From an optimization exercise on the open Yosys and OpenROAD flow, aimed at small area and a short achievable clock period; shortcuts taken in it are not production practice.
The RTL was checked by simulation tests, not by an equivalence proof against the original design.

### flow/design.v
module IF(
    input clk,
    input res,
    input PCSrc,
    input [31:0] Sum,
    input [31:0] imem_rdata,
    output reg [31:0] pc,
    output reg [31:0] instruction
);
    always@(posedge clk)
        if(res)
            pc <= 0;
        else if(PCSrc == 0)
            pc <= pc+4;
        else
            pc <= Sum;          
    always@(posedge clk)
        if(res)
            instruction <= 0;
        else
            instruction <= imem_rdata;    
endmodule
module ID(
    input        clk,
    input        res,
    input [31:0] oldinstruction,
    input [31:0] oldpc,
    input [31:0] writeData,
    input [5:0]  writeRegister,
    input        RegWrite,
    output reg [31:0] ReadData1,
    output reg [31:0] ReadData2,
    output reg [31:0] pc2,
    output reg [6:0]  imm,
    output reg [31:0] instruction2,
    output reg [1:0]  controlWB,   
    output reg [2:0]  controlMEM,      
    output reg [2:0]  controlEX       
);
    reg [31:0] mem [0:31];
    reg [31:0] imm_full;
    reg [7:0]  control;
    integer i;
    always@(*) begin
        case(oldinstruction[6:0])
            7'b0000011,
            7'b0001111,
            7'b0011011,
            7'b1100111,
            7'b1110011,
            7'b0010011: imm_full = { {20{oldinstruction[31]}}, oldinstruction[31:20]};
            7'b0100011: imm_full = { {20{oldinstruction[31]}}, oldinstruction[31:25], oldinstruction[11:7]};
            7'b1100011: imm_full = { {20{oldinstruction[31]}}, oldinstruction[7], oldinstruction[30:25], oldinstruction[11:8], 1'b0};
            7'b1101111: imm_full = { {12{oldinstruction[31]}}, oldinstruction[19:12], oldinstruction[20], oldinstruction[30:25], oldinstruction[11:8], 1'b0};
            7'b0010111,
            7'b0110111: imm_full = { oldinstruction[31:12], {12{1'b0}}};
            default:
                imm_full = 32'h0000_0000;
        endcase
        case(oldinstruction[6:0])   
            7'b0110011: control = 8'b10_0__0_0_0__1_0;   
            7'b0000011: control = 8'b00_1__0_1_0__1_1;   
            7'b0100011: control = 8'b00_1__0_0_1__0_0;   
            7'b1100011: control = 8'b01_0__1_0_0__0_0;   
            7'b0010011: control = 8'b11_1__0_0_0__1_0;   
            default:
                control = 8'b0_0_0_0_0_0_00;
        endcase
    end
    always@(posedge clk)begin
        if(res)begin
            ReadData2 <= 0;
            ReadData1 <= 0;
            for(i = 0; i < 32; i = i + 1)
                mem[i] <= 0;
            imm <= 0;
            pc2 <= 0;
            instruction2 <= 0;
            {controlEX, controlMEM, controlWB} <= 8'b0;
        end
        else
            begin
                if(RegWrite)
                        mem[writeRegister[4:0]] <= writeData;
                ReadData2 <= mem[oldinstruction[24:20]];
                ReadData1 <= mem[oldinstruction[19:15]];
                imm <= imm_full[6:0];
                pc2 <= oldpc;
                instruction2 <= oldinstruction;
                {controlEX, controlMEM, controlWB} <= control;
            end
    end
endmodule
module EX(
    input        clk,
    input        res,
    input [31:0] ReadData1IDEX,
    input [31:0] ReadData2IDEX,
    input [31:0] pc2IDEX,
    input [6:0]  immIDEX,
    input [31:0] instructionIDEX,
    input [1:0]  controlWBIDEX,       
    input [2:0]  controlMEMIDEX,      
    input [2:0]  controlEXIDEX,        
    input [5:0]  writeRegister,            
    input [31:0] writeData,              
    input [31:0] instruction_last,       
    input [31:0] ALUres,              
    output reg [31:0] Sum,
    output reg        Zero,
    output reg [31:0] ALUresult,
    output reg [31:0] ReadData_next,
    output reg [31:0] Instruction_next,
    output reg [1:0]  controlWB_next,       
    output reg [2:0]  controlMEM_next,       
    output reg        PCSrc,
    output reg [31:0] SumPC
);
    reg [2:0] alu_ctrl;
    reg [31:0] operand2;
    reg [31:0] operand1;
    reg [31:0] alu_out;
    always @(*) begin
        casex({controlEXIDEX[2:1] , instructionIDEX[31:25] , instructionIDEX[14:12]})
            12'b00_xxxxxxx_xxx: alu_ctrl = 3'b010;  
            12'b01_xxxxxxx_xxx: alu_ctrl = 3'b110;  
            12'b10_0000000_000: alu_ctrl = 3'b010;  
            12'b10_0100000_000: alu_ctrl = 3'b110;  
            12'b10_0000000_111: alu_ctrl = 3'b000;  
            12'b10_0000000_110: alu_ctrl = 3'b001;  
            12'b10_0000000_100: alu_ctrl = 3'b011;  
            12'b11_xxxxxxx_000: alu_ctrl = 3'b010;  
            12'b11_xxxxxxx_111: alu_ctrl = 3'b000;  
            12'b11_xxxxxxx_110: alu_ctrl = 3'b001;  
            12'b11_xxxxxxx_100: alu_ctrl = 3'b011;  
            default:
                alu_ctrl = 3'b000;
        endcase
        operand1 = ReadData1IDEX;
        operand2 = (controlEXIDEX[0] ? {25'b0, immIDEX} : ReadData2IDEX);   
        if(instruction_last[11:7]==instructionIDEX[19:15])       
            operand1 = ALUres;
        if(instruction_last[11:7]==instructionIDEX[24:20])       
            operand2 =  ALUres;
        if(writeRegister == {1'b0, instructionIDEX[19:15]})       
            operand1 = writeData;
        if(writeRegister == {1'b0, instructionIDEX[24:20]})       
            operand2 =  writeData;
        case(alu_ctrl)
            3'b010: alu_out = operand1 + operand2;
            3'b110: alu_out = operand1 - operand2;
            3'b000: alu_out = operand1 & operand2;
            3'b001: alu_out = operand1 | operand2;
            3'b011: alu_out = operand1 ^ operand2;
            default:
                alu_out = 32'hFFFF_FFFF;
        endcase
    end
    always@(posedge clk)begin
        if(res)begin
            Sum <= 0;
            ALUresult <= 0;
            Zero <= 0;
            PCSrc <= 0;
            controlWB_next <= 0;
            controlMEM_next <= 0;
            Instruction_next <= 0;
            ReadData_next <= 0;
            SumPC <= 0;
        end
        else begin
            Sum <= pc2IDEX + {25'b0, immIDEX};
            ALUresult <= alu_out;
            Zero <= ~(|alu_out);
            PCSrc <= controlMEMIDEX[2] & Zero;
            controlWB_next  <= controlWBIDEX;
            controlMEM_next <= controlMEMIDEX;
            Instruction_next <= instructionIDEX;
            ReadData_next <= ReadData2IDEX;
            SumPC <= Sum-12;
        end
    end
endmodule
module MEM(
    input             clk,
    input             res,
    input [31:0]      SumEXMEM,
    input             ZeroEXMEM,
    input [31:0]      ALUresultEXMEM,
    input [31:0]      ReadData_nextEXMEM,
    input [31:0]      Instruction_nextEXMEM,
    input [1:0]       controlWB_nextEXMEM,
    input [2:0]       controlMEM_nextEXMEM,
    input [31:0]      dmem_rdata,
    output            dmem_re,
    output            dmem_we,
    output reg [31:0] dout,
    output reg [31:0] instruction_last,
    output reg [31:0] ALUres,
    output reg [1:0]  controlWB_last
);
    assign dmem_re = controlMEM_nextEXMEM[1] & ~controlMEM_nextEXMEM[0];
    assign dmem_we = ~controlMEM_nextEXMEM[1] & controlMEM_nextEXMEM[0];
    always@(posedge clk)begin
        if(res)begin
            dout <= 0;
            ALUres <= 0;
            controlWB_last <= 0;
            instruction_last <= 0;
        end
        else begin
            casex({controlMEM_nextEXMEM[1],controlMEM_nextEXMEM[0]})  
                2'b10:  dout <= dmem_rdata;
                2'b01:  dout <= dout;
                default: dout <= 32'hFFFF_FFFF;
            endcase
            ALUres <= ALUresultEXMEM;
            controlWB_last <= controlWB_nextEXMEM;
            instruction_last <= Instruction_nextEXMEM;
        end
    end
endmodule
module WB(
    input            clk,
    input            res,
    input [31:0]     doutMEMW,
    input [31:0]     instruction_lastMEMW,
    input [31:0]     ALUresMEMW,
    input [1:0]      controlWB_lastMEMW,
    output reg       RegWrite,
    output reg[31:0] writeData,
    output reg [5:0] writeRegister
);
    always@(controlWB_lastMEMW or doutMEMW or instruction_lastMEMW or ALUresMEMW)begin
        RegWrite = controlWB_lastMEMW[1];
        if(controlWB_lastMEMW[0])
            writeData = doutMEMW;
        else begin
            writeData = ALUresMEMW;
            end
        writeRegister = {1'b0, instruction_lastMEMW[11:7]};
    end
endmodule
module riscv_pipe(
    input         clk,
    input         res,
    output [31:0] imem_addr,       
    input  [31:0] imem_rdata,      
    output [31:0] dmem_addr,       
    output [31:0] dmem_wdata,
    output        dmem_we,         
    output        dmem_re,         
    input  [31:0] dmem_rdata,      
    output        wb_we,           
    output [4:0]  wb_rd,
    output [31:0] wb_data
);
    wire [31:0] SumPC;
    wire [31:0] pc, instruction;
    wire [6:0]  imm;
    wire [31:0] writeData;
    wire [5:0]  writeRegister;
    wire        RegWrite;
    wire [31:0] ReadData1;
    wire [31:0] ReadData2;
    wire [31:0] pc2;
    wire [31:0] instruction2;
    wire [1:0]  controlWB;
    wire [2:0]  controlMEM;
    wire [2:0]  controlEX;
    wire [31:0] Summ;
    wire        Zero;
    wire [31:0] ALUresult;
    wire [31:0] ReadData_next;
    wire [31:0] Instruction_next;
    wire [1:0]  controlWB_next;
    wire [2:0]  controlMEM_next;
    wire [31:0] dout;
    wire [31:0] instruction_last;
    wire [31:0] ALUres;
    wire        PCSrc;
    wire [1:0]  controlWB_last;
    IF instr_fetch (
        .clk(clk), .res(res), .PCSrc(PCSrc), .Sum(SumPC), .imem_rdata(imem_rdata),
        .pc(pc), .instruction(instruction)
    );
    ID instr_decode(
        .clk(clk), .res(res),
        .oldinstruction(instruction), .oldpc(pc),
        .writeData(writeData), .writeRegister(writeRegister), .RegWrite(RegWrite),
        .ReadData1(ReadData1), .ReadData2(ReadData2), .pc2(pc2), .imm(imm),
        .instruction2(instruction2),
        .controlWB(controlWB), .controlMEM(controlMEM), .controlEX(controlEX)
    );
    EX execution(
        .clk(clk), .res(res),
        .ReadData1IDEX(ReadData1), .ReadData2IDEX(ReadData2), .pc2IDEX(pc2),
        .immIDEX(imm), .instructionIDEX(instruction2),
        .controlWBIDEX(controlWB), .controlMEMIDEX(controlMEM), .controlEXIDEX(controlEX),
        .writeRegister(writeRegister), .writeData(writeData),
        .instruction_last(instruction_last), .ALUres(ALUres),
        .Sum(Summ), .Zero(Zero), .ALUresult(ALUresult), .ReadData_next(ReadData_next),
        .Instruction_next(Instruction_next), .controlWB_next(controlWB_next),
        .controlMEM_next(controlMEM_next), .PCSrc(PCSrc), .SumPC(SumPC)
    );
    MEM memory_acces(
        .clk(clk), .res(res),
        .SumEXMEM(Summ), .ZeroEXMEM(Zero), .ALUresultEXMEM(ALUresult),
        .ReadData_nextEXMEM(ReadData_next), .Instruction_nextEXMEM(Instruction_next),
        .controlWB_nextEXMEM(controlWB_next), .controlMEM_nextEXMEM(controlMEM_next),
        .dmem_rdata(dmem_rdata), .dmem_re(dmem_re), .dmem_we(dmem_we),
        .dout(dout), .instruction_last(instruction_last), .ALUres(ALUres),
        .controlWB_last(controlWB_last)
    );
    WB WrteBack(
        .clk(clk), .res(res),
        .doutMEMW(dout), .instruction_lastMEMW(instruction_last), .ALUresMEMW(ALUres),
        .controlWB_lastMEMW(controlWB_last),
        .RegWrite(RegWrite), .writeData(writeData), .writeRegister(writeRegister)
    );
    assign imem_addr  = pc;
    assign dmem_addr  = ALUresult;
    assign dmem_wdata = ReadData_next;
    assign wb_we      = RegWrite;
    assign wb_rd      = writeRegister[4:0];
    assign wb_data    = writeData;
endmodule
### flow/run.sh
#!/bin/bash
# synth_recipe.tcl (not shown) runs the flow's synth.tcl, then flattens the netlist and writes it again
# the make line also repeats each setting of config.mk as NAME=value (left out here)
make -C /OpenROAD-flow-scripts/flow DESIGN_CONFIG=/design/flow/config.mk WORK_HOME=/design/flow/orfs CLKGATE_MAP_FILE= SYNTH_SCRIPT=/design/flow/synth_recipe.tcl finish
### flow/config.mk
export PLATFORM = sky130hd
export DESIGN_NAME = riscv_pipe
export DESIGN_NICKNAME = riscv_pipe
export VERILOG_FILES = /design/flow/design.v
export SDC_FILE = /design/flow/constraint.sdc
export NUM_CORES = 4
export LEC_CHECK = 0
export CAP_MARGIN = 20
export CORE_MARGIN = 2
export CORE_UTILIZATION = 40
export SLEW_MARGIN = 20
### flow/constraint.sdc
create_clock -name core_clock -period 7.0 [get_ports {clk}]
set_input_delay 1.4000 -clock core_clock [delete_from_list [all_inputs] [get_ports {clk}]]
set_output_delay 1.4000 -clock core_clock [all_outputs]
set_load 0.01 [all_outputs]
==> flow_summary.ini <==
[logic_synthesis]
synth_nets = 5544
yosys-top-cells-area = edfxtp_1 (44%), mux4_2 (20%), dfxtp_1 (12%), nor2_1 (7.3%), clkbuf_1 (2.0%)
synth_top_area_share_pct = 43.7
synth-compound-area-share_pct = 3.73
ys_top_cells_by_count = nor2_1 (1373), edfxtp_1 (1024), mux4_2 (640)
synth_most_common_cell = nor2_1
synthAdderAreaFrac_pct = 1.92
synth-simple-area-share_pct = 12.0
synth_edf_count = 1024
ys_warn_count = 5
ys_types = 91
synth_area_leader_cell = edfxtp_1
ys.flop_type = edfxtp_1
synth_top_family_by_area = multiplexers
ys_ff_latch = 1432
synth_mux_area_share_pct = 22.1
syn_area_per_cell_um2 = 13.1
synthCells = 5371
ys_seq_area_share_pct = 55.3
async_flop_share_pct = 0
netlist_area_um2 = 70400
synth_xor_area_share_pct = 1.64

[setup_path]
reg2reg_slack_ns = 1.07
worstPathRequired_ns = 7.71
worstSetupStartpoint = memory_acces.controlWB_last[0]
critPathLaunchType = register
crit_fanout = 34
path_buf_inv = 2
end_kind = register
crit_type = reg2reg
path_cells = mux2i_4, buf_4, inv_1, a21oi_2, nand3b_2, nor2b_1, and2_1, nor2_1, xnor2_1, ha_1, nand4_1, a2111oi_0, nor3b_1, and3_1, o41ai_1, o211ai_1, nor2_1, and4_1, nand4_1, nor4_1
cp_slowest_stage_delay_ns = 0.66
crit_family = simple AND/OR/NAND/NOR gates
arrival_ns = 6.65
rr_startpoint = memory_acces.controlWB_last[0]
cp_slowest_cell = dfxtp_4

[clock_network]
clk_path_buf_depth = 3
cts-buffers-inserted = 152
clock-sinks = 1432
root_buffer = clkbuf_16
path_clk_slew_ns = 0.07
post-cts-setup-buffers = 0
clock_latency_ns = 0.81
cts_max_level = 4
ctsResizeCount = 0
hold_buffers = 0
cts_tree = done

[floorplanning]
ioPinCount = 202
core_area_um2 = 174000
die_h_um = 424
initial_core_util_pct = 40.4
dieWidth_um = 424
die-area_um2 = 179000
row_count = 153

[grt]
grt_pass1_wl_um = 336000
overflow = 0
grt_max_degree = 184
grt_antenna_before_repair = 7
grt_util_all_layers_pct = 25.9
grt_pass1_vias = 46900

[drt]
wire_per_inst_um = 29.8
drcViolationCount = 0
firstDrtPassIters = 6
avgViaCountPerCell = 6.00
num_vias = 47100
drt_first_iter_violations = 6241
routed_wirelength_um = 234000
postRouteAntennaNets = 0

[placed_design]
place_ws_ns = 1.14
gp_congestion = 0.909
io_buffers = 201
dp_hpwl_um = 141000

[sta]
finalMaxSlewViolations = 0
finalCriticalPeriod_ns = 5.93
fin_setup_tns_ns = 0
tightest_slew_ns = 1.12
rsz0062_at_grt = false
worst_slack_ns = 1.07
max_freq_ghz = 0.169
hold_violations = 0
whs_ns = 0.421
finalClockSkew_ns = 0.0294
finalCritPeriodShare_pct = 84.8
setup_viol = 0
relSlewSlack_pct = 25.5

[finish]
final_nets = 5577
area_growth_pct = 14.0
drive_above_1_share_pct = 20.7
finalCoreUtilization_pct = 46.0

[power_and_ir_drop]
peakVddDrop_mv = 0.286
p_leak_nw = 27.6
switching_share_pct = 29.1
power_frac_comb_pct = 19.2
p_clk_share_pct = 36.3
net-switching-power_mw = 6.41
p_per_area_nw_per_um2 = 274
seqPwrFrac_pct = 44.5
intPower_mw = 15.6
finalPower_mw = 22.0

[run]
cap_violations = 0

[hold_path]
hp-start = instr_decode.controlMEM[2]
hp-class = reg2reg

[run_status]
outcome = no timing/DRC/antenna violations
[layout make-up]
cell class                 instances  area [µm²]
antenna                            1        2.50
clock buffer                     221        4290
clock inverter                    54         566
fill                           15400       94100
inverter                         124         465
multi-input combinational       3351       29800
sequential                      1432       39000
tap                             2325        2910
timing repair buffer             343        3270
[worst paths after layout]
check | endpoint | depth (start not counted)
min | execution.PCSrc | 2
max | execution.Zero | 20
min reg2reg | execution.PCSrc | 2
max reg2reg | execution.Zero | 20
[metrics by stage]
step	cells	cell area, µm²
after CTS	7850	80200
after global placement	7574	75300
after floorplan	5371	70400
final	7851	80300
after detailed placement	7575	75400
after global routing	7851	80300
[registers in the layout, summed over array words and instances, names as in the netlist, 5 cells and up]
| register | cells |
|---|---|
| instr_fetch.instruction | 32 |
| instr_decode.pc2 | 32 |
| instr_decode.imm | 7 |
| execution.Instruction_next | 5 |
| instr_decode.mem | 1024 |
| instr_fetch.pc | 32 |
| execution.Sum | 32 |
| instr_decode.instruction2 | 25 |
| memory_acces.instruction_last | 5 |
| memory_acces.dout | 32 |
| instr_decode.ReadData2 | 32 |
| execution.SumPC | 32 |
| execution.ALUresult | 32 |
| instr_decode.ReadData1 | 32 |
| memory_acces.ALUres | 32 |
| execution.ReadData_next | 32 |
[cells by family after synthesis]
group,count (synthesis)
simple gates,1944
fa+ha+maj,107
xor+xnor,129
flops,1432
compound gates,415
mux,756
buf+inv,588
[power groups by stage]
stage               Sequential [mW]  Combinational [mW]  Clock (mW)
global placement               9.95                4.17           0
global route                   9.83                4.51        8.41
floorplan                      9.81                2.63           0
CTS                            9.79                4.20        8.07
detailed placement             9.97                4.18           0
finish                         9.79                4.24        7.99
[per-layer routing]
| layer | global-route usage [%] | routed length [µm] | vias up |
|---|---|---|---|
| li1 | - | - | 19800 |
| met1 | 34.6 | 89700 | 24100 |
| met2 | 41.5 | 111000 | 2718 |
| met3 | 5.61 | 24500 | 498 |
| met4 | 9.71 | 9120 | 6 |
| met5 | 0 | 39 | - |
[worst min-delay path: stages, from the launching register on]
cell and delay, ns:
dfxtp_1 0.30, nand2_1 0.05, nor2_1 0.03
[cell usage in the layout, fill, tap and decap left out, types with 13 or more instances in the layout]
| master | synthesis | layout |
|---|---|---|
| o21ai_1 | 13 | 13 |
| mux4_2 | 640 | 640 |
| nand3_1 | 53 | 53 |
| or3_1 | 16 | 16 |
| clkbuf_1 | 376 | 47 |
| edfxtp_1 | 1024 | 1024 |
| and3_1 | 19 | 19 |
| a21o_1 | 43 | 43 |
| clkbuf_16 | 0 | 154 |
| nand2_1 | 116 | 88 |
| nand4_1 | 18 | 18 |
| xor2_1 | 50 | 50 |
| nor4_1 | 13 | 13 |
| clkdlybuf4s50_1 | 0 | 200 |
| clkbuf_8 | 0 | 18 |
| xnor2_1 | 76 | 76 |
| nand2_2 | 0 | 28 |
| nand2b_2 | 0 | 30 |
| a21oi_1 | 118 | 118 |
| o21ai_0 | 83 | 83 |
| inv_1 | 116 | 116 |
| buf_12 | 0 | 13 |
| mux2i_1 | 109 | 81 |
| nor3_1 | 35 | 34 |
| nor2b_1 | 189 | 189 |
| nor2_1 | 1373 | 1372 |
| o22ai_1 | 32 | 32 |
| nand2b_1 | 50 | 18 |
| dfxtp_1 | 408 | 396 |
| ha_1 | 105 | 105 |
| mux2i_4 | 0 | 32 |
| a22oi_1 | 15 | 15 |
| clkinv_1 | 1 | 17 |
| a31oi_1 | 16 | 15 |
| buf_4 | 2 | 128 |
| clkinv_2 | 0 | 15 |

## re-timing with driven ports
The flow's constraints put no driver on any port. The routed layout listed below was extracted and timed again, unchanged, in two steps. Step 1: set_driving_cell puts a clkbuf_16 on clk and a buf_2 on each other input, an assumption about the parent block. Step 2 times the ports against the registers' clock, not the clock port: input delays grow and output delays shrink by t, the midpoint of the rising clock arrivals with the driver on. Slacks: ideal ports / drivers / drivers and shift; pairs: ideal ports / drivers.
t, ns: 0.873
slack for setup (ns): 1.067 / 1.067 / 1.067
worst setup path after step 2: register to register
After both steps this run still meets setup and hold. For this run, drivers alone change the setup slack by 0.000 ns; drivers and shift together by 0.000 ns.
